Background: an optimization exercise with open tools, aiming at small area, a short achievable clock period and few clock cycles. Do not read the settings as production practice. Function was checked by simulation only, so behaviour that the tests miss may differ from the original. Power is estimated from default activity; no workload was simulated.

--- flow/run.sh ---
#!/bin/bash
set -euo pipefail
bash standard.sh SETUP_SLACK_MARGIN=9 finish > standard_flow.log 2>&1
--- standard.sh ---
#!/bin/bash
# synth_recipe.tcl (not shown) runs the flow's synth.tcl, then flattens the netlist and writes it again
# the make line also repeats each setting of config.mk as NAME=value (left out here)
make -C /OpenROAD-flow-scripts/flow DESIGN_CONFIG=/design/flow/config.mk WORK_HOME=/design/flow/orfs CLKGATE_MAP_FILE= SYNTH_SCRIPT=/design/flow/synth_recipe.tcl "${@:-finish}"
--- config.mk ---
export PLATFORM = sky130hd
export DESIGN_NAME = CONVCOR
export DESIGN_NICKNAME = CONVCOR
export VERILOG_FILES = /design/flow/design.v
export SDC_FILE = /design/flow/constraint.sdc
export NUM_CORES = 4
export LEC_CHECK = 0
export CAP_MARGIN = 20
export CORE_MARGIN = 2
export CORE_UTILIZATION = 70
export CTS_BUF_LIST = sky130_fd_sc_hd__clkbuf_16
export CTS_CLUSTER_DIAMETER = 120
export CTS_CLUSTER_SIZE = 25
export SLEW_MARGIN = 20
--- constraint.sdc ---
create_clock -name core_clock -period 12.5 [get_ports {clk}]
set_input_delay 2.5000 -clock core_clock [delete_from_list [all_inputs] [get_ports {clk}]]
set_output_delay 2.5000 -clock core_clock [all_outputs]
set_load 0.01 [all_outputs]
--- design.v ---
module CONVCOR(clk, rst_n, in_valid, in_a, in_b, in_mode, out_valid, out);
input clk, rst_n, in_valid, in_mode;
input [15:0] in_a, in_b;
output reg out_valid;
output reg signed [35:0] out;
reg m;
reg [3:0] cnt;
reg acc;
wire idle = (cnt == 4'd0);
wire mm = idle ? in_mode : m;
wire last = m ? (cnt == 4'd5) : (cnt == 4'd11);
wire [3:0] ncnt = idle ? {3'd0, in_valid} : (last ? 4'd0 : cnt + 4'd1);
reg [15:0] A1, A2, A3, B1, B2, B3;
wire shift = (cnt[3:2] == 2'b00) && (cnt[1:0] != 2'b11);
always @(posedge clk) begin
  A1 <= shift ? in_a : A3; A2 <= A1; A3 <= A2;
  B1 <= shift ? in_b : B3; B2 <= B1; B3 <= B2;
end
reg [2:0] nax, nay;
reg npx, npy, nacc, nvalid;
always @(*) begin
  nax = 3'b000; nay = 3'b000; npx = 1'b1; npy = 1'b1; nacc = 1'b0; nvalid = 1'b0;
  if (m) begin
    nacc = (cnt == 4'd1) || (cnt == 4'd2);
    nvalid = (cnt == 4'd4);
  end else begin
    case (cnt)
      4'd1: begin npx = 1'b0; npy = 1'b0; nax = 3'b001; nay = 3'b010; end
      4'd2: begin npx = 1'b0; npy = 1'b0; nax = 3'b100; nay = 3'b001; end
      4'd3: begin npx = 1'b0; npy = 1'b0; nax = 3'b100; nay = 3'b100; end
      4'd4: begin npx = 1'b0; npy = 1'b0; nax = 3'b100; nay = 3'b010; end
      4'd5: begin npx = 1'b0; npy = 1'b0; nax = 3'b010; nay = 3'b001; end
      4'd6: begin npx = 1'b0; npy = 1'b0; nax = 3'b010; nay = 3'b100; end
      4'd7: begin npx = 1'b0; npy = 1'b0; nax = 3'b100; nay = 3'b100; end
      default: ;
    endcase
    nacc = (cnt == 4'd2) || (cnt == 4'd4) || (cnt == 4'd5) || (cnt == 4'd7);
    nvalid = (cnt == 4'd2) || (cnt == 4'd4) || (cnt == 4'd7) || (cnt == 4'd9) || (cnt == 4'd10);
  end
  if (idle) begin
    nax = 3'b000; nay = 3'b000; npx = 1'b1; npy = 1'b1; nacc = 1'b0; nvalid = 1'b0;
  end
end
reg [2:0] ax, ay;
reg px, py;
always @(posedge clk) begin
  if (!rst_n) begin
    px <= 1'b1; py <= 1'b1; ax <= 3'b000; ay <= 3'b000;
  end else if (idle) begin
    px <= 1'b1; py <= 1'b1; ax <= 3'b000; ay <= 3'b000;
    if (in_valid && !in_mode) begin px <= 1'b0; ax <= 3'b001; end
  end else begin
    px <= npx; py <= npy; ax <= nax; ay <= nay;
  end
end
wire [15:0] sx = ({16{ax[0]}} & A1) | ({16{ax[1]}} & A2) | ({16{ax[2]}} & A3);
wire [15:0] sy = ({16{ay[0]}} & B1) | ({16{ay[1]}} & B2) | ({16{ay[2]}} & B3);
function [11:0] benc(input [7:0] y);    
  integer k;
  reg ym;
  begin
    for (k = 0; k < 4; k = k + 1) begin
      ym = (k == 0) ? 1'b0 : y[2*k-1];
      benc[k] = y[2*k] ^ ym;
      benc[4+k] = (y[2*k+1] & ~y[2*k] & ~ym) | (~y[2*k+1] & y[2*k] & ym);
      benc[8+k] = y[2*k+1];
    end
  end
endfunction
wire [11:0] er_pin = benc(in_b[15:8]), ei_pin = benc(in_b[7:0]);
wire [11:0] er_st = benc(sy[15:8]), ei_st = benc(sy[7:0]);
wire [11:0] ner = py ? er_pin : er_st;
wire [11:0] nei = py ? ei_pin : ei_st;
wire [15:0] nx = px ? in_a : sx;
reg [7:0] xr, xi;
reg [3:0] r_one, r_two, r_neg, i_one, i_two, i_nre, i_nim;
always @(posedge clk) begin
  xr <= nx[15:8]; xi <= nx[7:0];
  r_one <= ner[3:0]; r_two <= ner[7:4]; r_neg <= ner[11:8];
  i_one <= nei[3:0]; i_two <= nei[7:4];
  i_nre <= nei[11:8] ^ {4{~mm}};
  i_nim <= nei[11:8] ^ {4{mm}};
end
always @(posedge clk) begin
  if (!rst_n) begin
    cnt <= 4'd0;
    out_valid <= 1'b0;
    acc <= 1'b0;
  end else begin
    cnt <= ncnt;
    m <= mm;
    out_valid <= nvalid;
    acc <= nacc;
  end
end
reg [17:0] cre0, cre1, cim0, cim1;
reg acc2;
wire prr_p0_0 = (r_one[0] & xr[0]) ^ r_neg[0];
wire prr_p0_1 = ((r_one[0] & xr[1]) | (r_two[0] & xr[0])) ^ r_neg[0];
wire prr_p0_2 = ((r_one[0] & xr[2]) | (r_two[0] & xr[1])) ^ r_neg[0];
wire prr_p0_3 = ((r_one[0] & xr[3]) | (r_two[0] & xr[2])) ^ r_neg[0];
wire prr_p0_4 = ((r_one[0] & xr[4]) | (r_two[0] & xr[3])) ^ r_neg[0];
wire prr_p0_5 = ((r_one[0] & xr[5]) | (r_two[0] & xr[4])) ^ r_neg[0];
wire prr_p0_6 = ((r_one[0] & xr[6]) | (r_two[0] & xr[5])) ^ r_neg[0];
wire prr_p0_7 = ((r_one[0] & xr[7]) | (r_two[0] & xr[6])) ^ r_neg[0];
wire prr_p0_8 = ((r_one[0] & xr[7]) | (r_two[0] & xr[7])) ^ r_neg[0];
wire prr_p1_0 = (r_one[1] & xr[0]) ^ r_neg[1];
wire prr_p1_1 = ((r_one[1] & xr[1]) | (r_two[1] & xr[0])) ^ r_neg[1];
wire prr_p1_2 = ((r_one[1] & xr[2]) | (r_two[1] & xr[1])) ^ r_neg[1];
wire prr_p1_3 = ((r_one[1] & xr[3]) | (r_two[1] & xr[2])) ^ r_neg[1];
wire prr_p1_4 = ((r_one[1] & xr[4]) | (r_two[1] & xr[3])) ^ r_neg[1];
wire prr_p1_5 = ((r_one[1] & xr[5]) | (r_two[1] & xr[4])) ^ r_neg[1];
wire prr_p1_6 = ((r_one[1] & xr[6]) | (r_two[1] & xr[5])) ^ r_neg[1];
wire prr_p1_7 = ((r_one[1] & xr[7]) | (r_two[1] & xr[6])) ^ r_neg[1];
wire prr_p1_8 = ((r_one[1] & xr[7]) | (r_two[1] & xr[7])) ^ r_neg[1];
wire prr_p2_0 = (r_one[2] & xr[0]) ^ r_neg[2];
wire prr_p2_1 = ((r_one[2] & xr[1]) | (r_two[2] & xr[0])) ^ r_neg[2];
wire prr_p2_2 = ((r_one[2] & xr[2]) | (r_two[2] & xr[1])) ^ r_neg[2];
wire prr_p2_3 = ((r_one[2] & xr[3]) | (r_two[2] & xr[2])) ^ r_neg[2];
wire prr_p2_4 = ((r_one[2] & xr[4]) | (r_two[2] & xr[3])) ^ r_neg[2];
wire prr_p2_5 = ((r_one[2] & xr[5]) | (r_two[2] & xr[4])) ^ r_neg[2];
wire prr_p2_6 = ((r_one[2] & xr[6]) | (r_two[2] & xr[5])) ^ r_neg[2];
wire prr_p2_7 = ((r_one[2] & xr[7]) | (r_two[2] & xr[6])) ^ r_neg[2];
wire prr_p2_8 = ((r_one[2] & xr[7]) | (r_two[2] & xr[7])) ^ r_neg[2];
wire prr_p3_0 = (r_one[3] & xr[0]) ^ r_neg[3];
wire prr_p3_1 = ((r_one[3] & xr[1]) | (r_two[3] & xr[0])) ^ r_neg[3];
wire prr_p3_2 = ((r_one[3] & xr[2]) | (r_two[3] & xr[1])) ^ r_neg[3];
wire prr_p3_3 = ((r_one[3] & xr[3]) | (r_two[3] & xr[2])) ^ r_neg[3];
wire prr_p3_4 = ((r_one[3] & xr[4]) | (r_two[3] & xr[3])) ^ r_neg[3];
wire prr_p3_5 = ((r_one[3] & xr[5]) | (r_two[3] & xr[4])) ^ r_neg[3];
wire prr_p3_6 = ((r_one[3] & xr[6]) | (r_two[3] & xr[5])) ^ r_neg[3];
wire prr_p3_7 = ((r_one[3] & xr[7]) | (r_two[3] & xr[6])) ^ r_neg[3];
wire prr_p3_8 = ((r_one[3] & xr[7]) | (r_two[3] & xr[7])) ^ r_neg[3];
wire pii_p0_0 = (i_one[0] & xi[0]) ^ i_nre[0];
wire pii_p0_1 = ((i_one[0] & xi[1]) | (i_two[0] & xi[0])) ^ i_nre[0];
wire pii_p0_2 = ((i_one[0] & xi[2]) | (i_two[0] & xi[1])) ^ i_nre[0];
wire pii_p0_3 = ((i_one[0] & xi[3]) | (i_two[0] & xi[2])) ^ i_nre[0];
wire pii_p0_4 = ((i_one[0] & xi[4]) | (i_two[0] & xi[3])) ^ i_nre[0];
wire pii_p0_5 = ((i_one[0] & xi[5]) | (i_two[0] & xi[4])) ^ i_nre[0];
wire pii_p0_6 = ((i_one[0] & xi[6]) | (i_two[0] & xi[5])) ^ i_nre[0];
wire pii_p0_7 = ((i_one[0] & xi[7]) | (i_two[0] & xi[6])) ^ i_nre[0];
wire pii_p0_8 = ((i_one[0] & xi[7]) | (i_two[0] & xi[7])) ^ i_nre[0];
wire pii_p1_0 = (i_one[1] & xi[0]) ^ i_nre[1];
wire pii_p1_1 = ((i_one[1] & xi[1]) | (i_two[1] & xi[0])) ^ i_nre[1];
wire pii_p1_2 = ((i_one[1] & xi[2]) | (i_two[1] & xi[1])) ^ i_nre[1];
wire pii_p1_3 = ((i_one[1] & xi[3]) | (i_two[1] & xi[2])) ^ i_nre[1];
wire pii_p1_4 = ((i_one[1] & xi[4]) | (i_two[1] & xi[3])) ^ i_nre[1];
wire pii_p1_5 = ((i_one[1] & xi[5]) | (i_two[1] & xi[4])) ^ i_nre[1];
wire pii_p1_6 = ((i_one[1] & xi[6]) | (i_two[1] & xi[5])) ^ i_nre[1];
wire pii_p1_7 = ((i_one[1] & xi[7]) | (i_two[1] & xi[6])) ^ i_nre[1];
wire pii_p1_8 = ((i_one[1] & xi[7]) | (i_two[1] & xi[7])) ^ i_nre[1];
wire pii_p2_0 = (i_one[2] & xi[0]) ^ i_nre[2];
wire pii_p2_1 = ((i_one[2] & xi[1]) | (i_two[2] & xi[0])) ^ i_nre[2];
wire pii_p2_2 = ((i_one[2] & xi[2]) | (i_two[2] & xi[1])) ^ i_nre[2];
wire pii_p2_3 = ((i_one[2] & xi[3]) | (i_two[2] & xi[2])) ^ i_nre[2];
wire pii_p2_4 = ((i_one[2] & xi[4]) | (i_two[2] & xi[3])) ^ i_nre[2];
wire pii_p2_5 = ((i_one[2] & xi[5]) | (i_two[2] & xi[4])) ^ i_nre[2];
wire pii_p2_6 = ((i_one[2] & xi[6]) | (i_two[2] & xi[5])) ^ i_nre[2];
wire pii_p2_7 = ((i_one[2] & xi[7]) | (i_two[2] & xi[6])) ^ i_nre[2];
wire pii_p2_8 = ((i_one[2] & xi[7]) | (i_two[2] & xi[7])) ^ i_nre[2];
wire pii_p3_0 = (i_one[3] & xi[0]) ^ i_nre[3];
wire pii_p3_1 = ((i_one[3] & xi[1]) | (i_two[3] & xi[0])) ^ i_nre[3];
wire pii_p3_2 = ((i_one[3] & xi[2]) | (i_two[3] & xi[1])) ^ i_nre[3];
wire pii_p3_3 = ((i_one[3] & xi[3]) | (i_two[3] & xi[2])) ^ i_nre[3];
wire pii_p3_4 = ((i_one[3] & xi[4]) | (i_two[3] & xi[3])) ^ i_nre[3];
wire pii_p3_5 = ((i_one[3] & xi[5]) | (i_two[3] & xi[4])) ^ i_nre[3];
wire pii_p3_6 = ((i_one[3] & xi[6]) | (i_two[3] & xi[5])) ^ i_nre[3];
wire pii_p3_7 = ((i_one[3] & xi[7]) | (i_two[3] & xi[6])) ^ i_nre[3];
wire pii_p3_8 = ((i_one[3] & xi[7]) | (i_two[3] & xi[7])) ^ i_nre[3];
wire pri_p0_0 = (i_one[0] & xr[0]) ^ i_nim[0];
wire pri_p0_1 = ((i_one[0] & xr[1]) | (i_two[0] & xr[0])) ^ i_nim[0];
wire pri_p0_2 = ((i_one[0] & xr[2]) | (i_two[0] & xr[1])) ^ i_nim[0];
wire pri_p0_3 = ((i_one[0] & xr[3]) | (i_two[0] & xr[2])) ^ i_nim[0];
wire pri_p0_4 = ((i_one[0] & xr[4]) | (i_two[0] & xr[3])) ^ i_nim[0];
wire pri_p0_5 = ((i_one[0] & xr[5]) | (i_two[0] & xr[4])) ^ i_nim[0];
wire pri_p0_6 = ((i_one[0] & xr[6]) | (i_two[0] & xr[5])) ^ i_nim[0];
wire pri_p0_7 = ((i_one[0] & xr[7]) | (i_two[0] & xr[6])) ^ i_nim[0];
wire pri_p0_8 = ((i_one[0] & xr[7]) | (i_two[0] & xr[7])) ^ i_nim[0];
wire pri_p1_0 = (i_one[1] & xr[0]) ^ i_nim[1];
wire pri_p1_1 = ((i_one[1] & xr[1]) | (i_two[1] & xr[0])) ^ i_nim[1];
wire pri_p1_2 = ((i_one[1] & xr[2]) | (i_two[1] & xr[1])) ^ i_nim[1];
wire pri_p1_3 = ((i_one[1] & xr[3]) | (i_two[1] & xr[2])) ^ i_nim[1];
wire pri_p1_4 = ((i_one[1] & xr[4]) | (i_two[1] & xr[3])) ^ i_nim[1];
wire pri_p1_5 = ((i_one[1] & xr[5]) | (i_two[1] & xr[4])) ^ i_nim[1];
wire pri_p1_6 = ((i_one[1] & xr[6]) | (i_two[1] & xr[5])) ^ i_nim[1];
wire pri_p1_7 = ((i_one[1] & xr[7]) | (i_two[1] & xr[6])) ^ i_nim[1];
wire pri_p1_8 = ((i_one[1] & xr[7]) | (i_two[1] & xr[7])) ^ i_nim[1];
wire pri_p2_0 = (i_one[2] & xr[0]) ^ i_nim[2];
wire pri_p2_1 = ((i_one[2] & xr[1]) | (i_two[2] & xr[0])) ^ i_nim[2];
wire pri_p2_2 = ((i_one[2] & xr[2]) | (i_two[2] & xr[1])) ^ i_nim[2];
wire pri_p2_3 = ((i_one[2] & xr[3]) | (i_two[2] & xr[2])) ^ i_nim[2];
wire pri_p2_4 = ((i_one[2] & xr[4]) | (i_two[2] & xr[3])) ^ i_nim[2];
wire pri_p2_5 = ((i_one[2] & xr[5]) | (i_two[2] & xr[4])) ^ i_nim[2];
wire pri_p2_6 = ((i_one[2] & xr[6]) | (i_two[2] & xr[5])) ^ i_nim[2];
wire pri_p2_7 = ((i_one[2] & xr[7]) | (i_two[2] & xr[6])) ^ i_nim[2];
wire pri_p2_8 = ((i_one[2] & xr[7]) | (i_two[2] & xr[7])) ^ i_nim[2];
wire pri_p3_0 = (i_one[3] & xr[0]) ^ i_nim[3];
wire pri_p3_1 = ((i_one[3] & xr[1]) | (i_two[3] & xr[0])) ^ i_nim[3];
wire pri_p3_2 = ((i_one[3] & xr[2]) | (i_two[3] & xr[1])) ^ i_nim[3];
wire pri_p3_3 = ((i_one[3] & xr[3]) | (i_two[3] & xr[2])) ^ i_nim[3];
wire pri_p3_4 = ((i_one[3] & xr[4]) | (i_two[3] & xr[3])) ^ i_nim[3];
wire pri_p3_5 = ((i_one[3] & xr[5]) | (i_two[3] & xr[4])) ^ i_nim[3];
wire pri_p3_6 = ((i_one[3] & xr[6]) | (i_two[3] & xr[5])) ^ i_nim[3];
wire pri_p3_7 = ((i_one[3] & xr[7]) | (i_two[3] & xr[6])) ^ i_nim[3];
wire pri_p3_8 = ((i_one[3] & xr[7]) | (i_two[3] & xr[7])) ^ i_nim[3];
wire pir_p0_0 = (r_one[0] & xi[0]) ^ r_neg[0];
wire pir_p0_1 = ((r_one[0] & xi[1]) | (r_two[0] & xi[0])) ^ r_neg[0];
wire pir_p0_2 = ((r_one[0] & xi[2]) | (r_two[0] & xi[1])) ^ r_neg[0];
wire pir_p0_3 = ((r_one[0] & xi[3]) | (r_two[0] & xi[2])) ^ r_neg[0];
wire pir_p0_4 = ((r_one[0] & xi[4]) | (r_two[0] & xi[3])) ^ r_neg[0];
wire pir_p0_5 = ((r_one[0] & xi[5]) | (r_two[0] & xi[4])) ^ r_neg[0];
wire pir_p0_6 = ((r_one[0] & xi[6]) | (r_two[0] & xi[5])) ^ r_neg[0];
wire pir_p0_7 = ((r_one[0] & xi[7]) | (r_two[0] & xi[6])) ^ r_neg[0];
wire pir_p0_8 = ((r_one[0] & xi[7]) | (r_two[0] & xi[7])) ^ r_neg[0];
wire pir_p1_0 = (r_one[1] & xi[0]) ^ r_neg[1];
wire pir_p1_1 = ((r_one[1] & xi[1]) | (r_two[1] & xi[0])) ^ r_neg[1];
wire pir_p1_2 = ((r_one[1] & xi[2]) | (r_two[1] & xi[1])) ^ r_neg[1];
wire pir_p1_3 = ((r_one[1] & xi[3]) | (r_two[1] & xi[2])) ^ r_neg[1];
wire pir_p1_4 = ((r_one[1] & xi[4]) | (r_two[1] & xi[3])) ^ r_neg[1];
wire pir_p1_5 = ((r_one[1] & xi[5]) | (r_two[1] & xi[4])) ^ r_neg[1];
wire pir_p1_6 = ((r_one[1] & xi[6]) | (r_two[1] & xi[5])) ^ r_neg[1];
wire pir_p1_7 = ((r_one[1] & xi[7]) | (r_two[1] & xi[6])) ^ r_neg[1];
wire pir_p1_8 = ((r_one[1] & xi[7]) | (r_two[1] & xi[7])) ^ r_neg[1];
wire pir_p2_0 = (r_one[2] & xi[0]) ^ r_neg[2];
wire pir_p2_1 = ((r_one[2] & xi[1]) | (r_two[2] & xi[0])) ^ r_neg[2];
wire pir_p2_2 = ((r_one[2] & xi[2]) | (r_two[2] & xi[1])) ^ r_neg[2];
wire pir_p2_3 = ((r_one[2] & xi[3]) | (r_two[2] & xi[2])) ^ r_neg[2];
wire pir_p2_4 = ((r_one[2] & xi[4]) | (r_two[2] & xi[3])) ^ r_neg[2];
wire pir_p2_5 = ((r_one[2] & xi[5]) | (r_two[2] & xi[4])) ^ r_neg[2];
wire pir_p2_6 = ((r_one[2] & xi[6]) | (r_two[2] & xi[5])) ^ r_neg[2];
wire pir_p2_7 = ((r_one[2] & xi[7]) | (r_two[2] & xi[6])) ^ r_neg[2];
wire pir_p2_8 = ((r_one[2] & xi[7]) | (r_two[2] & xi[7])) ^ r_neg[2];
wire pir_p3_0 = (r_one[3] & xi[0]) ^ r_neg[3];
wire pir_p3_1 = ((r_one[3] & xi[1]) | (r_two[3] & xi[0])) ^ r_neg[3];
wire pir_p3_2 = ((r_one[3] & xi[2]) | (r_two[3] & xi[1])) ^ r_neg[3];
wire pir_p3_3 = ((r_one[3] & xi[3]) | (r_two[3] & xi[2])) ^ r_neg[3];
wire pir_p3_4 = ((r_one[3] & xi[4]) | (r_two[3] & xi[3])) ^ r_neg[3];
wire pir_p3_5 = ((r_one[3] & xi[5]) | (r_two[3] & xi[4])) ^ r_neg[3];
wire pir_p3_6 = ((r_one[3] & xi[6]) | (r_two[3] & xi[5])) ^ r_neg[3];
wire pir_p3_7 = ((r_one[3] & xi[7]) | (r_two[3] & xi[6])) ^ r_neg[3];
wire pir_p3_8 = ((r_one[3] & xi[7]) | (r_two[3] & xi[7])) ^ r_neg[3];
wire tre_w1 = prr_p0_6 ^ prr_p1_4;
wire tre_w2 = prr_p0_6 & prr_p1_4;
wire tre_w3 = prr_p0_4 ^ prr_p1_2 ^ prr_p2_0;
wire tre_w4 = (prr_p0_4 & prr_p1_2) | (prr_p0_4 & prr_p2_0) | (prr_p1_2 & prr_p2_0);
wire tre_w5 = prr_p0_5 ^ prr_p1_3;
wire tre_w6 = prr_p0_5 & prr_p1_3;
wire tre_w7 = tre_w1 ^ prr_p2_2 ^ prr_p3_0;
wire tre_w8 = (tre_w1 & prr_p2_2) | (tre_w1 & prr_p3_0) | (prr_p2_2 & prr_p3_0);
wire tre_w9 = r_neg[3] ^ pii_p0_6 ^ pii_p1_4;
wire tre_w10 = (r_neg[3] & pii_p0_6) | (r_neg[3] & pii_p1_4) | (pii_p0_6 & pii_p1_4);
wire tre_w11 = tre_w2 ^ prr_p0_7 ^ prr_p1_5;
wire tre_w12 = (tre_w2 & prr_p0_7) | (tre_w2 & prr_p1_5) | (prr_p0_7 & prr_p1_5);
wire tre_w13 = prr_p2_3 ^ prr_p3_1 ^ pii_p0_7;
wire tre_w14 = (prr_p2_3 & prr_p3_1) | (prr_p2_3 & pii_p0_7) | (prr_p3_1 & pii_p0_7);
wire tre_w15 = pii_p1_5 ^ pii_p2_3;
wire tre_w16 = pii_p1_5 & pii_p2_3;
wire tre_w17 = ~(prr_p0_8) ^ prr_p1_6 ^ prr_p2_4;
wire tre_w18 = (~(prr_p0_8) & prr_p1_6) | (~(prr_p0_8) & prr_p2_4) | (prr_p1_6 & prr_p2_4);
wire tre_w19 = prr_p3_2 ^ ~(pii_p0_8) ^ pii_p1_6;
wire tre_w20 = (prr_p3_2 & ~(pii_p0_8)) | (prr_p3_2 & pii_p1_6) | (~(pii_p0_8) & pii_p1_6);
wire tre_w21 = pii_p2_4 ^ pii_p3_2;
wire tre_w22 = pii_p2_4 & pii_p3_2;
wire tre_w23 = prr_p1_7 ^ prr_p2_5 ^ prr_p3_3;
wire tre_w24 = (prr_p1_7 & prr_p2_5) | (prr_p1_7 & prr_p3_3) | (prr_p2_5 & prr_p3_3);
wire tre_w25 = pii_p1_7 ^ pii_p2_5 ^ pii_p3_3;
wire tre_w26 = (pii_p1_7 & pii_p2_5) | (pii_p1_7 & pii_p3_3) | (pii_p2_5 & pii_p3_3);
wire tre_w27 = ~(prr_p1_8) ^ prr_p2_6 ^ prr_p3_4;
wire tre_w28 = (~(prr_p1_8) & prr_p2_6) | (~(prr_p1_8) & prr_p3_4) | (prr_p2_6 & prr_p3_4);
wire tre_w29 = ~(pii_p1_8) ^ pii_p2_6;
wire tre_w30 = ~(pii_p1_8) & pii_p2_6;
wire tre_w31 = prr_p0_2 ^ prr_p1_0 ^ r_neg[1];
wire tre_w32 = (prr_p0_2 & prr_p1_0) | (prr_p0_2 & r_neg[1]) | (prr_p1_0 & r_neg[1]);
wire tre_w33 = prr_p0_3 ^ prr_p1_1;
wire tre_w34 = prr_p0_3 & prr_p1_1;
wire tre_w35 = tre_w3 ^ r_neg[2] ^ pii_p0_4;
wire tre_w36 = (tre_w3 & r_neg[2]) | (tre_w3 & pii_p0_4) | (r_neg[2] & pii_p0_4);
wire tre_w37 = pii_p1_2 ^ pii_p2_0;
wire tre_w38 = pii_p1_2 & pii_p2_0;
wire tre_w39 = tre_w4 ^ tre_w5 ^ prr_p2_1;
wire tre_w40 = (tre_w4 & tre_w5) | (tre_w4 & prr_p2_1) | (tre_w5 & prr_p2_1);
wire tre_w41 = pii_p0_5 ^ pii_p1_3 ^ pii_p2_1;
wire tre_w42 = (pii_p0_5 & pii_p1_3) | (pii_p0_5 & pii_p2_1) | (pii_p1_3 & pii_p2_1);
wire tre_w43 = tre_w6 ^ tre_w7 ^ tre_w9;
wire tre_w44 = (tre_w6 & tre_w7) | (tre_w6 & tre_w9) | (tre_w7 & tre_w9);
wire tre_w45 = pii_p2_2 ^ pii_p3_0 ^ i_nre[3];
wire tre_w46 = (pii_p2_2 & pii_p3_0) | (pii_p2_2 & i_nre[3]) | (pii_p3_0 & i_nre[3]);
wire tre_w47 = tre_w8 ^ tre_w10 ^ tre_w11;
wire tre_w48 = (tre_w8 & tre_w10) | (tre_w8 & tre_w11) | (tre_w10 & tre_w11);
wire tre_w49 = tre_w13 ^ tre_w15 ^ pii_p3_1;
wire tre_w50 = (tre_w13 & tre_w15) | (tre_w13 & pii_p3_1) | (tre_w15 & pii_p3_1);
wire tre_w51 = tre_w12 ^ tre_w14 ^ tre_w16;
wire tre_w52 = (tre_w12 & tre_w14) | (tre_w12 & tre_w16) | (tre_w14 & tre_w16);
wire tre_w53 = tre_w17 ^ tre_w19 ^ tre_w21;
wire tre_w54 = (tre_w17 & tre_w19) | (tre_w17 & tre_w21) | (tre_w19 & tre_w21);
wire tre_w55 = tre_w18 ^ tre_w20 ^ tre_w22;
wire tre_w56 = (tre_w18 & tre_w20) | (tre_w18 & tre_w22) | (tre_w20 & tre_w22);
wire tre_w57 = tre_w23 ^ tre_w25 ^ 1'b1;
wire tre_w58 = (tre_w23 & tre_w25) | (tre_w23 & 1'b1) | (tre_w25 & 1'b1);
wire tre_w59 = tre_w24 ^ tre_w26 ^ tre_w27;
wire tre_w60 = (tre_w24 & tre_w26) | (tre_w24 & tre_w27) | (tre_w26 & tre_w27);
wire tre_w61 = tre_w29 ^ pii_p3_4 ^ 1'b1;
wire tre_w62 = (tre_w29 & pii_p3_4) | (tre_w29 & 1'b1) | (pii_p3_4 & 1'b1);
wire tre_w63 = tre_w28 ^ tre_w30 ^ prr_p2_7;
wire tre_w64 = (tre_w28 & tre_w30) | (tre_w28 & prr_p2_7) | (tre_w30 & prr_p2_7);
wire tre_w65 = prr_p3_5 ^ pii_p2_7 ^ pii_p3_5;
wire tre_w66 = (prr_p3_5 & pii_p2_7) | (prr_p3_5 & pii_p3_5) | (pii_p2_7 & pii_p3_5);
wire tre_w67 = ~(prr_p2_8) ^ prr_p3_6 ^ ~(pii_p2_8);
wire tre_w68 = (~(prr_p2_8) & prr_p3_6) | (~(prr_p2_8) & ~(pii_p2_8)) | (prr_p3_6 & ~(pii_p2_8));
wire tre_w69 = pii_p3_6 ^ 1'b1;
wire tre_w70 = pii_p3_6 & 1'b1;
wire tre_w71 = prr_p0_0 ^ r_neg[0];
wire tre_w72 = prr_p0_0 & r_neg[0];
wire tre_w73 = tre_w31 ^ pii_p0_2;
wire tre_w74 = tre_w31 & pii_p0_2;
wire tre_w75 = tre_w32 ^ tre_w33 ^ pii_p0_3;
wire tre_w76 = (tre_w32 & tre_w33) | (tre_w32 & pii_p0_3) | (tre_w33 & pii_p0_3);
wire tre_w77 = tre_w34 ^ tre_w35 ^ tre_w37;
wire tre_w78 = (tre_w34 & tre_w35) | (tre_w34 & tre_w37) | (tre_w35 & tre_w37);
wire tre_w79 = tre_w36 ^ tre_w38 ^ tre_w39;
wire tre_w80 = (tre_w36 & tre_w38) | (tre_w36 & tre_w39) | (tre_w38 & tre_w39);
wire tre_w81 = tre_w40 ^ tre_w42 ^ tre_w43;
wire tre_w82 = (tre_w40 & tre_w42) | (tre_w40 & tre_w43) | (tre_w42 & tre_w43);
wire tre_w83 = tre_w44 ^ tre_w46 ^ tre_w47;
wire tre_w84 = (tre_w44 & tre_w46) | (tre_w44 & tre_w47) | (tre_w46 & tre_w47);
wire tre_w85 = tre_w48 ^ tre_w50 ^ tre_w51;
wire tre_w86 = (tre_w48 & tre_w50) | (tre_w48 & tre_w51) | (tre_w50 & tre_w51);
wire tre_w87 = tre_w52 ^ tre_w54 ^ tre_w55;
wire tre_w88 = (tre_w52 & tre_w54) | (tre_w52 & tre_w55) | (tre_w54 & tre_w55);
wire tre_w89 = tre_w56 ^ tre_w58 ^ tre_w59;
wire tre_w90 = (tre_w56 & tre_w58) | (tre_w56 & tre_w59) | (tre_w58 & tre_w59);
wire tre_w91 = tre_w60 ^ tre_w62 ^ tre_w63;
wire tre_w92 = (tre_w60 & tre_w62) | (tre_w60 & tre_w63) | (tre_w62 & tre_w63);
wire tre_w93 = tre_w64 ^ tre_w66 ^ tre_w67;
wire tre_w94 = (tre_w64 & tre_w66) | (tre_w64 & tre_w67) | (tre_w66 & tre_w67);
wire tre_w95 = tre_w68 ^ tre_w70 ^ prr_p3_7;
wire tre_w96 = (tre_w68 & tre_w70) | (tre_w68 & prr_p3_7) | (tre_w70 & prr_p3_7);
wire tre_w97 = ~(prr_p3_8) ^ ~(pii_p3_8);
wire tre_w98 = ~(prr_p3_8) & ~(pii_p3_8);
wire tre_w99 = tre_w71 ^ pii_p0_0;
wire tre_w100 = tre_w71 & pii_p0_0;
wire tre_w101 = tre_w72 ^ prr_p0_1 ^ pii_p0_1;
wire tre_w102 = (tre_w72 & prr_p0_1) | (tre_w72 & pii_p0_1) | (prr_p0_1 & pii_p0_1);
wire tre_w103 = tre_w73 ^ pii_p1_0 ^ i_nre[1];
wire tre_w104 = (tre_w73 & pii_p1_0) | (tre_w73 & i_nre[1]) | (pii_p1_0 & i_nre[1]);
wire tre_w105 = tre_w74 ^ tre_w75 ^ pii_p1_1;
wire tre_w106 = (tre_w74 & tre_w75) | (tre_w74 & pii_p1_1) | (tre_w75 & pii_p1_1);
wire tre_w107 = tre_w76 ^ tre_w77 ^ i_nre[2];
wire tre_w108 = (tre_w76 & tre_w77) | (tre_w76 & i_nre[2]) | (tre_w77 & i_nre[2]);
wire tre_w109 = tre_w78 ^ tre_w79 ^ tre_w41;
wire tre_w110 = (tre_w78 & tre_w79) | (tre_w78 & tre_w41) | (tre_w79 & tre_w41);
wire tre_w111 = tre_w80 ^ tre_w81 ^ tre_w45;
wire tre_w112 = (tre_w80 & tre_w81) | (tre_w80 & tre_w45) | (tre_w81 & tre_w45);
wire tre_w113 = tre_w82 ^ tre_w83 ^ tre_w49;
wire tre_w114 = (tre_w82 & tre_w83) | (tre_w82 & tre_w49) | (tre_w83 & tre_w49);
wire tre_w115 = tre_w84 ^ tre_w85 ^ tre_w53;
wire tre_w116 = (tre_w84 & tre_w85) | (tre_w84 & tre_w53) | (tre_w85 & tre_w53);
wire tre_w117 = tre_w86 ^ tre_w87 ^ tre_w57;
wire tre_w118 = (tre_w86 & tre_w87) | (tre_w86 & tre_w57) | (tre_w87 & tre_w57);
wire tre_w119 = tre_w88 ^ tre_w89 ^ tre_w61;
wire tre_w120 = (tre_w88 & tre_w89) | (tre_w88 & tre_w61) | (tre_w89 & tre_w61);
wire tre_w121 = tre_w90 ^ tre_w91 ^ tre_w65;
wire tre_w122 = (tre_w90 & tre_w91) | (tre_w90 & tre_w65) | (tre_w91 & tre_w65);
wire tre_w123 = tre_w92 ^ tre_w93 ^ tre_w69;
wire tre_w124 = (tre_w92 & tre_w93) | (tre_w92 & tre_w69) | (tre_w93 & tre_w69);
wire tre_w125 = tre_w94 ^ tre_w95 ^ pii_p3_7;
wire tre_w126 = (tre_w94 & tre_w95) | (tre_w94 & pii_p3_7) | (tre_w95 & pii_p3_7);
wire tre_w127 = tre_w96 ^ tre_w97 ^ 1'b1;
wire tre_w128 = (tre_w96 & tre_w97) | (tre_w96 & 1'b1) | (tre_w97 & 1'b1);
wire [17:0] tre_r0 = {1'b1, 1'b1, tre_w128, tre_w126, tre_w124, tre_w122, tre_w120, tre_w118, tre_w116, tre_w114, tre_w112, tre_w110, tre_w108, tre_w106, tre_w104, tre_w102, tre_w100, tre_w99};
wire [17:0] tre_r1 = {1'b0, 1'b0, tre_w98, tre_w127, tre_w125, tre_w123, tre_w121, tre_w119, tre_w117, tre_w115, tre_w113, tre_w111, tre_w109, tre_w107, tre_w105, tre_w103, tre_w101, i_nre[0]};
wire tim_w1 = pri_p0_6 ^ pri_p1_4;
wire tim_w2 = pri_p0_6 & pri_p1_4;
wire tim_w3 = pri_p0_4 ^ pri_p1_2 ^ pri_p2_0;
wire tim_w4 = (pri_p0_4 & pri_p1_2) | (pri_p0_4 & pri_p2_0) | (pri_p1_2 & pri_p2_0);
wire tim_w5 = pri_p0_5 ^ pri_p1_3;
wire tim_w6 = pri_p0_5 & pri_p1_3;
wire tim_w7 = tim_w1 ^ pri_p2_2 ^ pri_p3_0;
wire tim_w8 = (tim_w1 & pri_p2_2) | (tim_w1 & pri_p3_0) | (pri_p2_2 & pri_p3_0);
wire tim_w9 = i_nim[3] ^ pir_p0_6 ^ pir_p1_4;
wire tim_w10 = (i_nim[3] & pir_p0_6) | (i_nim[3] & pir_p1_4) | (pir_p0_6 & pir_p1_4);
wire tim_w11 = tim_w2 ^ pri_p0_7 ^ pri_p1_5;
wire tim_w12 = (tim_w2 & pri_p0_7) | (tim_w2 & pri_p1_5) | (pri_p0_7 & pri_p1_5);
wire tim_w13 = pri_p2_3 ^ pri_p3_1 ^ pir_p0_7;
wire tim_w14 = (pri_p2_3 & pri_p3_1) | (pri_p2_3 & pir_p0_7) | (pri_p3_1 & pir_p0_7);
wire tim_w15 = pir_p1_5 ^ pir_p2_3;
wire tim_w16 = pir_p1_5 & pir_p2_3;
wire tim_w17 = ~(pri_p0_8) ^ pri_p1_6 ^ pri_p2_4;
wire tim_w18 = (~(pri_p0_8) & pri_p1_6) | (~(pri_p0_8) & pri_p2_4) | (pri_p1_6 & pri_p2_4);
wire tim_w19 = pri_p3_2 ^ ~(pir_p0_8) ^ pir_p1_6;
wire tim_w20 = (pri_p3_2 & ~(pir_p0_8)) | (pri_p3_2 & pir_p1_6) | (~(pir_p0_8) & pir_p1_6);
wire tim_w21 = pir_p2_4 ^ pir_p3_2;
wire tim_w22 = pir_p2_4 & pir_p3_2;
wire tim_w23 = pri_p1_7 ^ pri_p2_5 ^ pri_p3_3;
wire tim_w24 = (pri_p1_7 & pri_p2_5) | (pri_p1_7 & pri_p3_3) | (pri_p2_5 & pri_p3_3);
wire tim_w25 = pir_p1_7 ^ pir_p2_5 ^ pir_p3_3;
wire tim_w26 = (pir_p1_7 & pir_p2_5) | (pir_p1_7 & pir_p3_3) | (pir_p2_5 & pir_p3_3);
wire tim_w27 = ~(pri_p1_8) ^ pri_p2_6 ^ pri_p3_4;
wire tim_w28 = (~(pri_p1_8) & pri_p2_6) | (~(pri_p1_8) & pri_p3_4) | (pri_p2_6 & pri_p3_4);
wire tim_w29 = ~(pir_p1_8) ^ pir_p2_6;
wire tim_w30 = ~(pir_p1_8) & pir_p2_6;
wire tim_w31 = pri_p0_2 ^ pri_p1_0 ^ i_nim[1];
wire tim_w32 = (pri_p0_2 & pri_p1_0) | (pri_p0_2 & i_nim[1]) | (pri_p1_0 & i_nim[1]);
wire tim_w33 = pri_p0_3 ^ pri_p1_1;
wire tim_w34 = pri_p0_3 & pri_p1_1;
wire tim_w35 = tim_w3 ^ i_nim[2] ^ pir_p0_4;
wire tim_w36 = (tim_w3 & i_nim[2]) | (tim_w3 & pir_p0_4) | (i_nim[2] & pir_p0_4);
wire tim_w37 = pir_p1_2 ^ pir_p2_0;
wire tim_w38 = pir_p1_2 & pir_p2_0;
wire tim_w39 = tim_w4 ^ tim_w5 ^ pri_p2_1;
wire tim_w40 = (tim_w4 & tim_w5) | (tim_w4 & pri_p2_1) | (tim_w5 & pri_p2_1);
wire tim_w41 = pir_p0_5 ^ pir_p1_3 ^ pir_p2_1;
wire tim_w42 = (pir_p0_5 & pir_p1_3) | (pir_p0_5 & pir_p2_1) | (pir_p1_3 & pir_p2_1);
wire tim_w43 = tim_w6 ^ tim_w7 ^ tim_w9;
wire tim_w44 = (tim_w6 & tim_w7) | (tim_w6 & tim_w9) | (tim_w7 & tim_w9);
wire tim_w45 = pir_p2_2 ^ pir_p3_0 ^ r_neg[3];
wire tim_w46 = (pir_p2_2 & pir_p3_0) | (pir_p2_2 & r_neg[3]) | (pir_p3_0 & r_neg[3]);
wire tim_w47 = tim_w8 ^ tim_w10 ^ tim_w11;
wire tim_w48 = (tim_w8 & tim_w10) | (tim_w8 & tim_w11) | (tim_w10 & tim_w11);
wire tim_w49 = tim_w13 ^ tim_w15 ^ pir_p3_1;
wire tim_w50 = (tim_w13 & tim_w15) | (tim_w13 & pir_p3_1) | (tim_w15 & pir_p3_1);
wire tim_w51 = tim_w12 ^ tim_w14 ^ tim_w16;
wire tim_w52 = (tim_w12 & tim_w14) | (tim_w12 & tim_w16) | (tim_w14 & tim_w16);
wire tim_w53 = tim_w17 ^ tim_w19 ^ tim_w21;
wire tim_w54 = (tim_w17 & tim_w19) | (tim_w17 & tim_w21) | (tim_w19 & tim_w21);
wire tim_w55 = tim_w18 ^ tim_w20 ^ tim_w22;
wire tim_w56 = (tim_w18 & tim_w20) | (tim_w18 & tim_w22) | (tim_w20 & tim_w22);
wire tim_w57 = tim_w23 ^ tim_w25 ^ 1'b1;
wire tim_w58 = (tim_w23 & tim_w25) | (tim_w23 & 1'b1) | (tim_w25 & 1'b1);
wire tim_w59 = tim_w24 ^ tim_w26 ^ tim_w27;
wire tim_w60 = (tim_w24 & tim_w26) | (tim_w24 & tim_w27) | (tim_w26 & tim_w27);
wire tim_w61 = tim_w29 ^ pir_p3_4 ^ 1'b1;
wire tim_w62 = (tim_w29 & pir_p3_4) | (tim_w29 & 1'b1) | (pir_p3_4 & 1'b1);
wire tim_w63 = tim_w28 ^ tim_w30 ^ pri_p2_7;
wire tim_w64 = (tim_w28 & tim_w30) | (tim_w28 & pri_p2_7) | (tim_w30 & pri_p2_7);
wire tim_w65 = pri_p3_5 ^ pir_p2_7 ^ pir_p3_5;
wire tim_w66 = (pri_p3_5 & pir_p2_7) | (pri_p3_5 & pir_p3_5) | (pir_p2_7 & pir_p3_5);
wire tim_w67 = ~(pri_p2_8) ^ pri_p3_6 ^ ~(pir_p2_8);
wire tim_w68 = (~(pri_p2_8) & pri_p3_6) | (~(pri_p2_8) & ~(pir_p2_8)) | (pri_p3_6 & ~(pir_p2_8));
wire tim_w69 = pir_p3_6 ^ 1'b1;
wire tim_w70 = pir_p3_6 & 1'b1;
wire tim_w71 = pri_p0_0 ^ i_nim[0];
wire tim_w72 = pri_p0_0 & i_nim[0];
wire tim_w73 = tim_w31 ^ pir_p0_2;
wire tim_w74 = tim_w31 & pir_p0_2;
wire tim_w75 = tim_w32 ^ tim_w33 ^ pir_p0_3;
wire tim_w76 = (tim_w32 & tim_w33) | (tim_w32 & pir_p0_3) | (tim_w33 & pir_p0_3);
wire tim_w77 = tim_w34 ^ tim_w35 ^ tim_w37;
wire tim_w78 = (tim_w34 & tim_w35) | (tim_w34 & tim_w37) | (tim_w35 & tim_w37);
wire tim_w79 = tim_w36 ^ tim_w38 ^ tim_w39;
wire tim_w80 = (tim_w36 & tim_w38) | (tim_w36 & tim_w39) | (tim_w38 & tim_w39);
wire tim_w81 = tim_w40 ^ tim_w42 ^ tim_w43;
wire tim_w82 = (tim_w40 & tim_w42) | (tim_w40 & tim_w43) | (tim_w42 & tim_w43);
wire tim_w83 = tim_w44 ^ tim_w46 ^ tim_w47;
wire tim_w84 = (tim_w44 & tim_w46) | (tim_w44 & tim_w47) | (tim_w46 & tim_w47);
wire tim_w85 = tim_w48 ^ tim_w50 ^ tim_w51;
wire tim_w86 = (tim_w48 & tim_w50) | (tim_w48 & tim_w51) | (tim_w50 & tim_w51);
wire tim_w87 = tim_w52 ^ tim_w54 ^ tim_w55;
wire tim_w88 = (tim_w52 & tim_w54) | (tim_w52 & tim_w55) | (tim_w54 & tim_w55);
wire tim_w89 = tim_w56 ^ tim_w58 ^ tim_w59;
wire tim_w90 = (tim_w56 & tim_w58) | (tim_w56 & tim_w59) | (tim_w58 & tim_w59);
wire tim_w91 = tim_w60 ^ tim_w62 ^ tim_w63;
wire tim_w92 = (tim_w60 & tim_w62) | (tim_w60 & tim_w63) | (tim_w62 & tim_w63);
wire tim_w93 = tim_w64 ^ tim_w66 ^ tim_w67;
wire tim_w94 = (tim_w64 & tim_w66) | (tim_w64 & tim_w67) | (tim_w66 & tim_w67);
wire tim_w95 = tim_w68 ^ tim_w70 ^ pri_p3_7;
wire tim_w96 = (tim_w68 & tim_w70) | (tim_w68 & pri_p3_7) | (tim_w70 & pri_p3_7);
wire tim_w97 = ~(pri_p3_8) ^ ~(pir_p3_8);
wire tim_w98 = ~(pri_p3_8) & ~(pir_p3_8);
wire tim_w99 = tim_w71 ^ pir_p0_0;
wire tim_w100 = tim_w71 & pir_p0_0;
wire tim_w101 = tim_w72 ^ pri_p0_1 ^ pir_p0_1;
wire tim_w102 = (tim_w72 & pri_p0_1) | (tim_w72 & pir_p0_1) | (pri_p0_1 & pir_p0_1);
wire tim_w103 = tim_w73 ^ pir_p1_0 ^ r_neg[1];
wire tim_w104 = (tim_w73 & pir_p1_0) | (tim_w73 & r_neg[1]) | (pir_p1_0 & r_neg[1]);
wire tim_w105 = tim_w74 ^ tim_w75 ^ pir_p1_1;
wire tim_w106 = (tim_w74 & tim_w75) | (tim_w74 & pir_p1_1) | (tim_w75 & pir_p1_1);
wire tim_w107 = tim_w76 ^ tim_w77 ^ r_neg[2];
wire tim_w108 = (tim_w76 & tim_w77) | (tim_w76 & r_neg[2]) | (tim_w77 & r_neg[2]);
wire tim_w109 = tim_w78 ^ tim_w79 ^ tim_w41;
wire tim_w110 = (tim_w78 & tim_w79) | (tim_w78 & tim_w41) | (tim_w79 & tim_w41);
wire tim_w111 = tim_w80 ^ tim_w81 ^ tim_w45;
wire tim_w112 = (tim_w80 & tim_w81) | (tim_w80 & tim_w45) | (tim_w81 & tim_w45);
wire tim_w113 = tim_w82 ^ tim_w83 ^ tim_w49;
wire tim_w114 = (tim_w82 & tim_w83) | (tim_w82 & tim_w49) | (tim_w83 & tim_w49);
wire tim_w115 = tim_w84 ^ tim_w85 ^ tim_w53;
wire tim_w116 = (tim_w84 & tim_w85) | (tim_w84 & tim_w53) | (tim_w85 & tim_w53);
wire tim_w117 = tim_w86 ^ tim_w87 ^ tim_w57;
wire tim_w118 = (tim_w86 & tim_w87) | (tim_w86 & tim_w57) | (tim_w87 & tim_w57);
wire tim_w119 = tim_w88 ^ tim_w89 ^ tim_w61;
wire tim_w120 = (tim_w88 & tim_w89) | (tim_w88 & tim_w61) | (tim_w89 & tim_w61);
wire tim_w121 = tim_w90 ^ tim_w91 ^ tim_w65;
wire tim_w122 = (tim_w90 & tim_w91) | (tim_w90 & tim_w65) | (tim_w91 & tim_w65);
wire tim_w123 = tim_w92 ^ tim_w93 ^ tim_w69;
wire tim_w124 = (tim_w92 & tim_w93) | (tim_w92 & tim_w69) | (tim_w93 & tim_w69);
wire tim_w125 = tim_w94 ^ tim_w95 ^ pir_p3_7;
wire tim_w126 = (tim_w94 & tim_w95) | (tim_w94 & pir_p3_7) | (tim_w95 & pir_p3_7);
wire tim_w127 = tim_w96 ^ tim_w97 ^ 1'b1;
wire tim_w128 = (tim_w96 & tim_w97) | (tim_w96 & 1'b1) | (tim_w97 & 1'b1);
wire [17:0] tim_r0 = {1'b1, 1'b1, tim_w128, tim_w126, tim_w124, tim_w122, tim_w120, tim_w118, tim_w116, tim_w114, tim_w112, tim_w110, tim_w108, tim_w106, tim_w104, tim_w102, tim_w100, tim_w99};
wire [17:0] tim_r1 = {1'b0, 1'b0, tim_w98, tim_w127, tim_w125, tim_w123, tim_w121, tim_w119, tim_w117, tim_w115, tim_w113, tim_w111, tim_w109, tim_w107, tim_w105, tim_w103, tim_w101, r_neg[0]};
always @(posedge clk) begin
  cre0 <= tre_r0; cre1 <= tre_r1;
  cim0 <= tim_r0; cim1 <= tim_r1;
  acc2 <= acc;
end
wire [17:0] are = acc2 ? out[35:18] : 18'd0;
wire [17:0] aim = acc2 ? out[17:0] : 18'd0;
wire [17:0] sre = cre0 + cre1 + are;
wire [17:0] sim = cim0 + cim1 + aim;
always @(posedge clk) out <= {sre, sim};
endmodule
==> results of run 1 <==
-- where the power goes --
group          internal (mW)  switching, mW
clock                  0.209          0.267
sequential              1.08          0.179
combinational          0.995           1.18
-- through the flow --
stage	instances	setup slack [ns]
floorplan	1413	8.94
global placement	1666	8.69
global route	1693	8.93
detailed placement	1666	8.64
finish	1693	9.02
CTS	1688	8.93
-- sequential cells by signal, summed over array words and instances, names as in the netlist, 8 cells and up --
name,cells
B3,16
xr,8
cre1,16
B2,16
cim0,16
out,36
xi,8
B1,16
A1,16
cim1,16
A3,16
cre0,16
A2,16
-- synth_stat cells, drive strengths merged (27+ instances only) --
library cell,instances,area [um2]
a22oi,118,891
a21oi,45,233
mux2,38,428
a222oi,28,280
nand2,64,240
clkbuf,90,338
mux2i,27,270
inv,148,556
ha,62,776
xor2,66,578
dfxtp,255,5100
o21ai,45,229
fa,126,2520
xnor2,119,1040
nor2,38,143
and2,35,221
-- placed cells by master (no fill, tap or decap), drive strengths merged, types with 7 or more instances in the layout --
cell type      netlist  final
dfxtp              255    255
inv                148    150
fa                 126    126
xnor2              119    119
a22oi              118    118
xor2                66     66
nand2               64     64
ha                  62     62
buf                  7     54
a21oi               45     45
o21ai               45     45
nor2                38     38
mux2                38     38
clkdlybuf4s50        0     35
and2                35     35
a222oi              28     28
mux2i               27     27
clkbuf              90     15
and3                13     13
a21o                10     10
nor3                 9      9
a211oi               7      7
nor2b                7      7
-- cell type report --
cell class,instances,area share
Tap cell,270,0.0214
Clock buffer,14,0.0222
Multi-Input combinational cell,912,0.542
Timing Repair Buffer,90,0.0455
Clock inverter,3,0.00253
Inverter,148,0.0352
Sequential cell,256,0.331
-- repair_timing --
action | 4_1_cts | 5_1_grt
buffers inserted | 5 | 4
pin swaps | 0 | 2
cloned | 0 | 1
resized for setup | 202 | 23
setup endpoints to repair | 47 | 21
-- cell families (layout without fill, tap and decap cells) --
group / after synthesis / count (layout) / synth area share
XOR/XNOR: 185 / 185 / 0.111
multiplexers: 65 / 65 / 0.0478
flip-flops: 256 / 256 / 0.351
AND/OR/NAND/NOR: 193 / 193 / 0.0658
buffers and inverters: 245 / 255 / 0.0632
AO/OA/AOI/OAI: 281 / 281 / 0.136
adder cells (fa/ha/maj): 188 / 188 / 0.226
-- worst paths after layout --
| check | from | endpoint | slack (ns) | cells past startpoint |
|---|---|---|---|---|
| hold reg to reg | acc | acc2 | 0.33 | 0 |
| setup reg to reg | i_nim[1] | cim1[6] | 9.07 | 10 |
| setup / recovery | out[34] | out[34] | 9.02 | 1 |
| hold / removal | acc | acc2 | 0.33 | 0 |
-- routing by layer --
metal | part of all wire | wire [um]
met3 | 0.076 | 2420
met2 | 0.47 | 15000
met5 | 0.00044 | 14
met4 | 0.031 | 992
met1 | 0.42 | 13300
==> out/results.tsv, run 1 <==
stage	metric	value	unit
run_status	status	finished clean	
global_route	largest net degree at the start of global routing	39	
timing	Layout Skew	0.0200	ns
clocking	H-tree depth	1	
logic_synthesis	Distinct cells, synth	58	
logic_synthesis	Syn Std Cell Area	0.0146	mm2
timing	fin crit share	0.278	
logic_synthesis	Avg Cell Area, Syn	10.3	um2
finish	Multi-input gate area	0.00857	mm2
logic_synthesis	Post-synth EDFFs	1	
clocking	CTS tree	built	
logic_synthesis	post-synth net total	1637	
floorplan	area of the core	0.0204	mm2
timing	RSZ-0062 raised after global routing	yes	
job	Max Cap Viol	0	
logic_synthesis	Synth Instances	1413	
timing	Slew HR	0.358	
power_and_ir_drop	Tot Pwr	3.91	mW
power_and_ir_drop	Pwr Density	248	mW/mm2
global_route	met3 Use GR	0.0402	
route	post-route ant nets	0	
global_route	grt peak-use layer	met2	
global_route	gr usage total	0.291	
route	Initial DRC Count	834	
finish	final design utilization	0.776	
timing	worst slew pin tran	0.961	ns
worst_setup_path	CP peak stage delay	0.33	ns
global_route	grt met1 use	0.399	
clocking	clk buf depth	3	
global_route	met2 usage	0.483	
floorplan	# IOs	73	
place	hpwl dp	21800	um
floorplan	Die X	149	um
place	Final GP Congestion	0.871	
finish	fillcell total	1390	
finish	Area growth syn-to-layout	8.09	%
worst_setup_path	critical path type	reg2out	
logic_synthesis	Post-synth top flop	dfxtp_1	
route	first-pass iteration count of the detailed router	8	
worst_setup_path	crit path capture type	primary output	
worst_setup_path	worst endpoint data arrival time	0.98	ns
place	Post-Place Cell Area	0.0154	mm2
global_route	gr ovfl total	0	
finish	area occupied by registers	0.00523	mm2
route	Via Count	10100	
finish	Final Cell Area	0.0158	mm2
floorplan	row count	52	
worst_setup_path	CP Max Fanout	2	
logic_synthesis	sequential-to-total area share from yosys stat	0.351	
logic_synthesis	ys async rst share	0	
logic_synthesis	#FFs+latches synth	256	
worst_setup_path	cell family with most CP delay	flip-flops	
floorplan	die height	149	um
timing	final hold vios	0	
clocking	hold buffer count at CTS	0	
clocking	Clock transition at path regs	0.11	ns
timing	Slew Viols, Final	0	
route	DRC	0	
logic_synthesis	Syn. warnings	1	
clocking	total CTS buffers	14	
finish	share of cells above drive strength 1	0.128	
timing	Final min period	3.48	ns
power_and_ir_drop	maximum vdd ir drop	0.133	mV
finish	ant diodes	0	
floorplan	Starting Density	0.718	
timing	# setup viols final	0	
worst_setup_path	worst endpoint required time	10.00	ns
global_route	initial antenna violation count	1	
timing	Setup TNS Final	0	ns
worst_setup_path	critical path buffer and inverter count	1	
route	number of vias per cell	5.99	
hold_path	Tightest Hold Check Type	reg2reg	
power_and_ir_drop	P_leak	6.93	nW
worst_setup_path	crit-path cells	buf_2	
route	Routed wire per std cell	18.7	um
clocking	Root Driver	clkbuf_16	
place	IO Port Bufs	72	
global_route	first-pass GRT wire length	51800	um
clocking	Num Clock Sinks	256	
timing	hold_ws	0.332	ns
worst_setup_path	CP startpoint kind	flip-flop	
global_route	number of global-route vias before repair	10300	
route	Total Wirelength	31700	um
clocking	Clock Latency Late Sink	0.51	ns
finish	nets	1646	
timing	fmax	288	MHz
worst_setup_path	slowest cell on the critical path	dfxtp_2	
floorplan	die area	0.0221	mm2
Testbench counts, summed over its fixed seeds: cycles 14,544.
==> run 2: changes to the inputs <==
--- a/config.mk
+++ b/config.mk
@@ -7,5 +7,6 @@
 export LEC_CHECK = 0
+export ABC_AREA = 1
 export CAP_MARGIN = 20
 export CORE_MARGIN = 2
-export CORE_UTILIZATION = 70
+export CORE_UTILIZATION = 60
 export CTS_BUF_LIST = sky130_fd_sc_hd__clkbuf_16
==> out/results.tsv, run 2 <==
stage	metric	value	unit
power_and_ir_drop	Tot Pwr	4.72	mW
timing	fin crit share	0.278	
global_route	gr usage total	0.272	
floorplan	Starting Density	0.610	
timing	final hold vios	0	
worst_setup_path	logic depth of the worst setup path including buffers	1	
logic_synthesis	Syn. warnings	1	
finish	most frequent cells in the layout	nand2_1 (429), inv_1 (323), dfxtp_1 (202), xor2_1 (147), fa_1 (126)	
place	hpwl dp	26600	um
route	Initial DRC Count	1159	
finish	ant diodes	0	
floorplan	die height	164	um
worst_setup_path	critical path type	reg2out	
clocking	Num Clock Sinks	256	
finish	Layout Cells excl Fill	2265	
logic_synthesis	Synth Instances	1844	
clocking	Root Driver	clkbuf_16	
worst_setup_path	CP peak stage delay	0.35	ns
place	IO Port Bufs	72	
route	DRC	0	
global_route	largest net degree at the start of global routing	65	
floorplan	die area	0.0268	mm2
logic_synthesis	post-synth top area share	0.333	
finish	max FFs per register	36	
logic_synthesis	post-synth top area cell	dfxtp_1	
logic_synthesis	Synth area leaders	dfxtp_1 (33%), fa_1 (16%), nand2_1 (11%)	
global_route	number of global-route vias before repair	11500	
logic_synthesis	Post-synth top flop	dfxtp_1	
logic_synthesis	top-count cell post-synth	nand2_1	
worst_setup_path	cell family with most CP delay	flip-flops	
worst_setup_path	CP Max Fanout	3	
logic_synthesis	#FFs+latches synth	256	
hold_path	Tightest Hold Check Type	reg2reg	
clocking	CTS tree	built	
timing	fmax	288	MHz
clocking	Clock Latency Late Sink	0.49	ns
job	Max Cap Viol	0	
logic_synthesis	Synth top cells by count	nand2_1 (429), inv_1 (347), dfxtp_1 (255), xor2_1 (147), fa_1 (126)	
worst_setup_path	critical path buffer and inverter count	1	
timing	# setup viols final	0	
logic_synthesis	Syn Std Cell Area	0.0153	mm2
timing	RSZ-0062 raised after global routing	yes	
worst_setup_path	Reg2Reg Depth	9	
finish	nets	2157	
power_and_ir_drop	P_leak	8.50	nW
route	Routed wire per std cell	16.0	um
worst_setup_path	slowest cell on the critical path	dfxtp_2	
worst_setup_path	worst endpoint data arrival time	0.97	ns
finish	share of cells above drive strength 1	0.119	
finish	leading cell type in the layout, fill and taps excluded	nand2_1	
hold_path	WHS Path Cells	0	
finish	Top reg by flops	out	
place	Final GP Congestion	1.00	
timing	Setup TNS Final	0	ns
floorplan	Die X	164	um
floorplan	# IOs	73	
timing	Final min period	3.47	ns
floorplan	row count	58	
place	placed cells	2177	
global_route	first-pass GRT wire length	57800	um
route	post-route ant nets	0	
power_and_ir_drop	Pwr Density	276	mW/mm2
route	first-pass iteration count of the detailed router	9	
worst_setup_path	crit-path cells	buf_2	
timing	worst slew pin tran	0.707	ns
run_status	status	finished clean	
logic_synthesis	Post-synth EDFFs	1	
power_and_ir_drop	maximum vdd ir drop	0.188	mV
clocking	total CTS buffers	14	
logic_synthesis	sequential-to-total area share from yosys stat	0.335	
global_route	initial antenna violation count	0	
route	number of vias per cell	5.29	
finish	Area growth syn-to-layout	11.5	%
global_route	gr ovfl total	0	
logic_synthesis	Avg Cell Area, Syn	8.30	um2
logic_synthesis	ys async rst share	0	
worst_setup_path	crit path capture type	primary output	
route	Via Count	12000	
route	Total Wirelength	36300	um
worst_setup_path	worst endpoint required time	10.00	ns
logic_synthesis	post-synth net total	2068	
floorplan	area of the core	0.0251	mm2
worst_setup_path	CP startpoint kind	flip-flop	
clocking	hold buffer count at CTS	0	
timing	Slew Viols, Final	0	
clocking	H-tree depth	1	
clocking	Clock transition at path regs	0.09	ns
logic_synthesis	Distinct cells, synth	40	
timing	Layout Skew	0.0151	ns
clocking	clk buf depth	3	
timing	Slew HR	0.528	
==> run 2: cell count changes in the layout (fill, tap and decap cells not counted), sizes merged, moves of 37 or more <==
cell	before	now
nand2	64	434
inv	150	328
a22oi	118	0
xnor2	119	6
o22ai	1	108
xor2	66	149
buf	54	110
nand3	6	54
mux2	38	1
==> run 2: worst paths after layout <==
check | to | slack [ns] | start
setup / recovery | out[16] | 9.03 | out[16]
hold / removal | acc2 | 0.33 | acc
setup reg to reg | cre1[6] | 9.06 | xi[4]
hold reg to reg | acc2 | 0.33 | acc
==> run 2: layout make-up <==
| class | instances | area, um2 |
|---|---|---|
| Multi-Input combinational cell | 1162 | 8520 |
| Fill cell | 2156 | 8040 |
| Sequential cell | 256 | 5210 |
| Inverter | 352 | 1410 |
| Timing Repair Buffer | 145 | 1110 |
| Tap cell | 330 | 413 |
| Clock buffer | 15 | 375 |
| Clock inverter | 3 | 28.8 |
| Timing Repair inverter | 2 | 10.0 |
==> run 2: what timing repair did <==
action,in CTS,in global routing
pin swaps,0,3
buffers inserted,30,38
setup endpoints to repair,50,27
gates resized for setup,200,35
gates cloned,0,2
==> run 2: layer usage <==
metal | up-vias | global-route usage | share of wire
li1 | 5873 | - | -
met5 | - | 0 | 0
met3 | 114 | 0.0477 | 0.082
met4 | 0 | 0.0706 | 0.029
met2 | 492 | 0.447 | 0.45
met1 | 5507 | 0.373 | 0.44
==> run 2: power breakdown <==
group	internal, mW	switching [mW]
logic	1.20	1.75
clock network	0.219	0.261
registers	1.12	0.167
==> run 2: logic make-up after synthesis <==
group           Yosys count  share of synthesized area
compound gates          259                     0.0996
xor+xnor                155                     0.0896
fa+ha+maj               188                      0.215
buf+inv                 426                      0.110
flops                   256                      0.335
mux                       1                   0.000735
simple gates            559                      0.150
==> run 2: metrics by stage <==
step | worst slack, ns | cell area, um2 | hold WS (ns) | util
after detailed placement | 8.77 | 16100 | 0.316 | 0.642
after floorplan | 9.05 | 15300 | 0.310 | -
after global routing | 8.99 | 17100 | 0.358 | 0.680
final | 9.03 | 17100 | 0.328 | 0.680
after CTS | 8.88 | 16700 | 0.328 | 0.664
after global placement | 8.80 | 16100 | 0.312 | 0.642
==> run 3: changes to the inputs <==
--- a/config.mk
+++ b/config.mk
@@ -7,3 +7,2 @@
 export LEC_CHECK = 0
-export ABC_AREA = 1
 export CAP_MARGIN = 20
==> out/results.tsv, run 3 <==
stage	metric	value	unit
finish	most frequent cells in the layout	dfxtp_1 (189), inv_1 (149), fa_1 (125), xnor2_1 (119), a22oi_1 (117)	
logic_synthesis	Synth Area in XOR/XNOR	0.111	
place	Final GP Congestion	0.840	
worst_setup_path	CP startpoint kind	flip-flop	
logic_synthesis	compound-gate portion of the synthesized area	0.136	
worst_setup_path	critical path buffer and inverter count	1	
worst_setup_path	CP Max Fanout	2	
logic_synthesis	Avg Cell Area, Syn	10.3	um2
clocking	Clock Latency Late Sink	0.50	ns
logic_synthesis	post-synth net total	1637	
logic_synthesis	#FFs+latches synth	256	
timing	Slew HR	0.337	
timing	final hold vios	0	
finish	Layout Cells excl Fill	1747	
timing	Slew Viols, Final	0	
route	number of vias per cell	5.73	
finish	nets	1646	
clocking	hold buffer count at CTS	0	
clocking	H-tree depth	1	
run_status	status	finished clean	
logic_synthesis	ys async rst share	0	
logic_synthesis	Post-Synth Adder-Cell Area	0.226	
hold_path	hold_sp	acc	
clocking	total CTS buffers	14	
route	DRC	0	
place	IO Port Bufs	72	
finish	Area growth syn-to-layout	8.83	%
job	Max Cap Viol	0	
floorplan	Die X	160	um
global_route	grt met1 use	0.349	
worst_setup_path	critical path type	reg2out	
global_route	number of global-route vias before repair	10100	
finish	Final Cell Area	0.0159	mm2
finish	leading cell type in the layout, fill and taps excluded	dfxtp_1	
logic_synthesis	Syn Std Cell Area	0.0146	mm2
route	Total Wirelength	31800	um
timing	# setup viols final	0	
floorplan	# IOs	73	
route	Routed wire per std cell	18.2	um
floorplan	row count	57	
logic_synthesis	largest family of logic cells by synthesized area	adder cells	
worst_setup_path	cell family with most CP delay	flip-flops	
timing	fin crit share	0.277	
route	first-pass iteration count of the detailed router	6	
timing	Final min period	3.47	ns
place	hpwl dp	22400	um
worst_setup_path	FF-to-FF setup slack	9.11	ns
worst_setup_path	CP peak stage delay	0.34	ns
place	placed cells	1720	
logic_synthesis	Simple-Gate Fraction of Synth Area	0.0658	
finish	fillcell total	2029	
floorplan	die height	160	um
logic_synthesis	Post-synth EDFFs	1	
timing	fmax	288	MHz
finish	ant diodes	0	
timing	RSZ-0062 raised after global routing	no	
place	Post-Place Cell Area	0.0154	mm2
logic_synthesis	Synth Instances	1413	
global_route	first-pass GRT wire length	51500	um
global_route	initial antenna violation count	0	
power_and_ir_drop	P_leak	6.95	nW
hold_path	Hold EP	acc2	
clocking	Root Driver	clkbuf_16	
global_route	met2 usage	0.414	
worst_setup_path	Reg2Reg Depth	11	
logic_synthesis	Distinct cells, synth	58	
worst_setup_path	crit-path cells	buf_2	
power_and_ir_drop	Pwr Density	246	mW/mm2
finish	max FFs per register	36	
logic_synthesis	Syn. warnings	1	
timing	worst slew pin tran	0.993	ns
logic_synthesis	Post-synth top flop	dfxtp_1	
worst_setup_path	FF-to-FF End	cre1[6]	
global_route	largest net degree at the start of global routing	39	
finish	share of cells above drive strength 1	0.129	
floorplan	area of the core	0.0241	mm2
worst_setup_path	Reg2Reg Launch Point	xr[5]	
worst_setup_path	worst endpoint required time	10.00	ns
logic_synthesis	post-synth top area share	0.349	
logic_synthesis	top-count cell post-synth	dfxtp_1	
power_and_ir_drop	maximum vdd ir drop	0.126	mV
logic_synthesis	Synth top cells by count	dfxtp_1 (255), inv_1 (148), fa_1 (126), xnor2_1 (119), a22oi_1 (117)	
global_route	gr usage total	0.249	
clocking	CTS tree	built	
route	Via Count	10000	
clocking	clk buf depth	3	
hold_path	Tightest Hold Check Type	reg2reg	
global_route	met3 Use GR	0.0319	
worst_setup_path	worst endpoint data arrival time	0.97	ns
logic_synthesis	Synth area leaders	dfxtp_1 (35%), fa_1 (17%), xnor2_1 (7.1%)	
clocking	Clock transition at path regs	0.10	ns
global_route	gr ovfl total	0	
logic_synthesis	sequential-to-total area share from yosys stat	0.351	
logic_synthesis	multiplexer share of the synthesized area	0.0478	
route	Initial DRC Count	946	
global_route	grt peak-use layer	met2	
finish	Top reg by flops	out	
power_and_ir_drop	Tot Pwr	3.91	mW
worst_setup_path	slowest cell on the critical path	dfxtp_2	
floorplan	die area	0.0256	mm2
worst_setup_path	crit path capture type	primary output	
floorplan	Starting Density	0.607	
route	post-route ant nets	0	
clocking	Num Clock Sinks	256	
hold_path	WHS Path Cells	0	
timing	Layout Skew	0.0225	ns
timing	Setup TNS Final	0	ns
logic_synthesis	post-synth top area cell	dfxtp_1	
-- run 3: cell type report --
| class | instances | area [um2] | share of cell area |
|---|---|---|---|
| Timing Repair Buffer | 90 | 744 | 0.0468 |
| Clock buffer | 14 | 350 | 0.0220 |
| Inverter | 148 | 556 | 0.0349 |
| Tap cell | 324 | 405 | 0.0255 |
| Sequential cell | 256 | 5240 | 0.329 |
| Clock inverter | 3 | 40.0 | 0.00252 |
| Multi-Input combinational cell | 912 | 8570 | 0.539 |
-- run 3: repair_timing --
item / in CTS / in global routing
pin swaps: 0 / 1
cloned: 0 / 1
buffers inserted: 6 / 3
setup endpoints to repair: 50 / 25
gates resized for setup: 204 / 33
-- run 3: metal layers --
| metal | vias to the layer above | part of all wire |
|---|---|---|
| met5 | - | 0 |
| met4 | 0 | 0.024 |
| met3 | 52 | 0.063 |
| met2 | 331 | 0.47 |
| met1 | 4887 | 0.45 |
| li1 | 4747 | - |
-- run 3: worst max-delay path by stage --
stage | to | startpoint | cells past startpoint
3_5_place_dp | i_nim[2] | in_mode | 4
6_report | out[13] | out[13] | 1
5_1_grt | out[17] | acc2 | 13
3_3_place_gp | i_nim[0] | in_mode | 4
2_1_floorplan | cre1[6] | r_neg[1] | 12
4_1_cts | cim1[6] | xi[5] | 8
-- run 3: cells by family after synthesis --
group,count (synthesis)
compound gates,281
flops,256
buf+inv,245
simple gates,193
fa+ha+maj,188
xor+xnor,185
mux,65
-- run 3: power by group --
part           leakage (nW)  total [mW]  switching, mW  internal [mW]
Clock                 0.195       0.475          0.265          0.209
Combinational          4.59        2.17           1.17           1.01
Sequential             2.16        1.26          0.179           1.08
-- run 3: stage by stage --
stage | hold slack, ns | utilization | setup WS (ns)
global placement | 0.311 | 0.641 | 8.67
CTS | 0.331 | 0.654 | 9.02
finish | 0.329 | 0.660 | 9.03
floorplan | 0.310 | - | 8.94
global route | 0.328 | 0.660 | 8.99
detailed placement | 0.312 | 0.641 | 8.65

[afterwards: timing with drivers on the ports]
Ports are ideal in the flow. The routed layouts listed here were re-timed in OpenROAD. Step 1 (the two cells are an assumption about what drives the block):
set clk [get_ports {clk}]
set_driving_cell -lib_cell sky130_fd_sc_hd__clkbuf_16 $clk
set_driving_cell -lib_cell sky130_fd_sc_hd__buf_2 [delete_from_list [all_inputs] $clk]
Step 2 also shifts input and output timing later by t, the mid clock arrival at the registers, as if the neighbouring blocks saw the same clock. Three values: ideal ports, drivers, drivers and shift; two values: the first two.
| run | shift t [ns] | setup WS [ns] | worst setup path at the end |
|---|---|---|---|
| run 1 | 0.552 | 9.022 / 8.974 / 8.635 | input to register |
| run 2 | 0.536 | 9.031 / 8.982 / 8.776 | input to register |
| run 3 | 0.542 | 9.034 / 8.984 / 8.674 | input to register |
After both steps every run listed still meets setup and hold. The setup slack of run 1, which loses most, moves by -0.048 ns with the drivers and by -0.387 ns with both steps.
